Background: an optimization exercise with open tools, aiming at small area, a short achievable clock period and few clock cycles. Do not read the settings as production practice.
Where RTL was checked, it was by simulation tests only, not by an equivalence proof against the original.
No activity file was given, so power comes from the tool's default toggle rates.

== the reference run ==
// CHIP
module CHIP(
    input         clk, rst_n ,
    output        mem_wen_D  ,
    output [31:0] mem_addr_D ,
    output [31:0] mem_wdata_D,
    input  [31:0] mem_rdata_D,
    output [31:0] mem_addr_I ,
    input  [31:0] mem_rdata_I
);
For scale: about 4,700 cells after synthesis, ~1,200 flip-flops, ~160 I/O pins, about 58,000 um2 of cells after synthesis.
Settings: LEC_CHECK=0, CAP_MARGIN=20, CORE_MARGIN=2, CORE_UTILIZATION=40, PLACE_DENSITY=0.45, SLEW_MARGIN=20; clock period 10.5 ns.
standard.sh (not shown) runs the stock make flow with config.mk's settings and CLKGATE_MAP_FILE= SYNTH_SCRIPT=/design/flow/synth_recipe.tcl, a recipe that flattens the netlist after the stock synthesis.
==> flow/flow/run.sh <==
#!/bin/bash
# Standard ORFS layout, with timing repair aimed below the clock period.
set -euo pipefail
MARGIN=$(cat flow/margin.txt)
bash standard.sh SETUP_SLACK_MARGIN=$MARGIN finish > standard.log 2>&1
==> flow/flow/margin.txt <==
6.5
> inputs changed (the reference run -> the trial run)
Settings: TNS_END_PERCENT: unset -> 10.
==> flow/flow/run.sh <==
#!/bin/bash
# Standard ORFS layout, with timing repair aimed below the clock period and
# plain buffers (not delay cells) on the ports.
set -euo pipefail
MARGIN=$(cat flow/margin.txt)
bash standard.sh SETUP_SLACK_MARGIN=$MARGIN "BUFFER_PORTS_ARGS=-buffer_cell sky130_fd_sc_hd__buf_2" finish > standard.log 2>&1
==> flow/flow/margin.txt <==
6.6
--- outcome ---
The trial run: PASS, flow complete, no timing, DRC or antenna violations
Area overhead of the layout relative to synthesis in the trial run vs the reference run: down 9.4 points
Compared with the reference run, the trial run degrades slack of the critical path.
The trial run against the reference run: final instance count without filler cells lower, weighted congestion at the end of routability-driven global placement now sits higher, combinational cell fraction of total power lower, total nets after synthesis was more or less identical, clock network contribution to total cell area shows an increase of 0.33 points.
Total power of the trial run is lower than that of the reference run.
Vias: the trial run fewer than the reference run
Routed wire length, the trial run vs the reference run: down by a few percent
No functional check of the RTL was part of any run of this note.

---

## v6
Another version of the RTL of CHIP (not shown whole).
For scale: about 4,600 cells after synthesis, ~160 I/O pins, about 57,000 sq um of cells after synthesis.
==> flow/design.v (excerpt) <==
module CHIP(
    input         clk, rst_n ,
    output        mem_wen_D  ,
    output [31:0] mem_addr_D ,
    output [31:0] mem_wdata_D,
    input  [31:0] mem_rdata_D,
    output [31:0] mem_addr_I ,
    input  [31:0] mem_rdata_I
);
==> flow/config.mk <==
export PLATFORM = sky130hd
export DESIGN_NAME = CHIP
export DESIGN_NICKNAME = CHIP
export VERILOG_FILES = /design/flow/design.v
export SDC_FILE = /design/flow/constraint.sdc
export NUM_CORES = 4
export LEC_CHECK = 0
export CAP_MARGIN = 20
export CORE_MARGIN = 2
export CORE_UTILIZATION = 40
export CTS_BUF_LIST = sky130_fd_sc_hd__clkbuf_4 sky130_fd_sc_hd__clkbuf_8
export PLACE_DENSITY = 0.45
export SLEW_MARGIN = 20
export TNS_END_PERCENT = 10
==> flow/constraint.sdc <==
create_clock -name core_clock -period 10.5 [get_ports {clk}]
set_input_delay 2.1000 -clock core_clock [delete_from_list [all_inputs] [get_ports {clk}]]
set_output_delay 2.1000 -clock core_clock [all_outputs]
set_load 0.01 [all_outputs]
==> flow/flow/run.sh <==
#!/bin/bash
# Standard ORFS layout, with timing repair aimed below the clock period and
# plain buffers (not delay cells) on the ports.
set -euo pipefail
MARGIN=$(cat flow/margin.txt)
bash standard.sh SETUP_SLACK_MARGIN=$MARGIN "BUFFER_PORTS_ARGS=-buffer_cell sky130_fd_sc_hd__buf_2" finish > standard.log 2>&1
==> flow/flow/margin.txt <==
6.6
Testbench counts of v6, summed over its fixed seeds: cycles 17,482.
diff inputs: v6 => v7
- a deleted CTS_BUF_LIST that had been sky130_fd_sc_hd__clkbuf_4 sky130_fd_sc_hd__clkbuf_8
### Flow results
v7 completed end to end with timing, DRC and antenna clean. [compare] base=v6 new=v7: post-synthesis share of cell area spent on and, or, nand and nor gates held steady; global-route congestion overflow total essentially unchanged. Number of H-tree levels came out exactly the same in v6 and v7. Against v6, clock-buffer cell count in v7 fell by more than a quarter. Highest clock frequency the design can meet came out higher on v7 than on v6.

==> re-timing with driven ports <==
No port has a modelled driver above. Below, the same layouts with a new extraction and two added sets of constraints. Step 1, drivers: a clkbuf_16 drives clk and a buf_2 each remaining input, both assumed. Step 2 times the ports against the registers' clock, not the clock port: input delays grow and output delays shrink by t, the midpoint of the rising clock arrivals with the driver on. a / b / c = ideal ports / drivers / drivers and shift; a / b = the first two.
run	t, ns	setup WS [ns]	worst register clock-pin slew, ns
the reference run	0.871	6.277 / 6.293 / 5.421	0.07 / 0.07
the trial run	0.869	6.257 / 6.284 / 5.416	0.07 / 0.07
v6	1.031	6.256 / 6.288 / 5.257	0.08 / 0.08
v7	0.878	6.292 / 6.212 / 5.334	0.07 / 0.07
After both steps every run listed still meets setup and hold. For v6, which loses most, drivers alone change the setup slack by +0.032 ns; drivers and shift together by -0.999 ns.
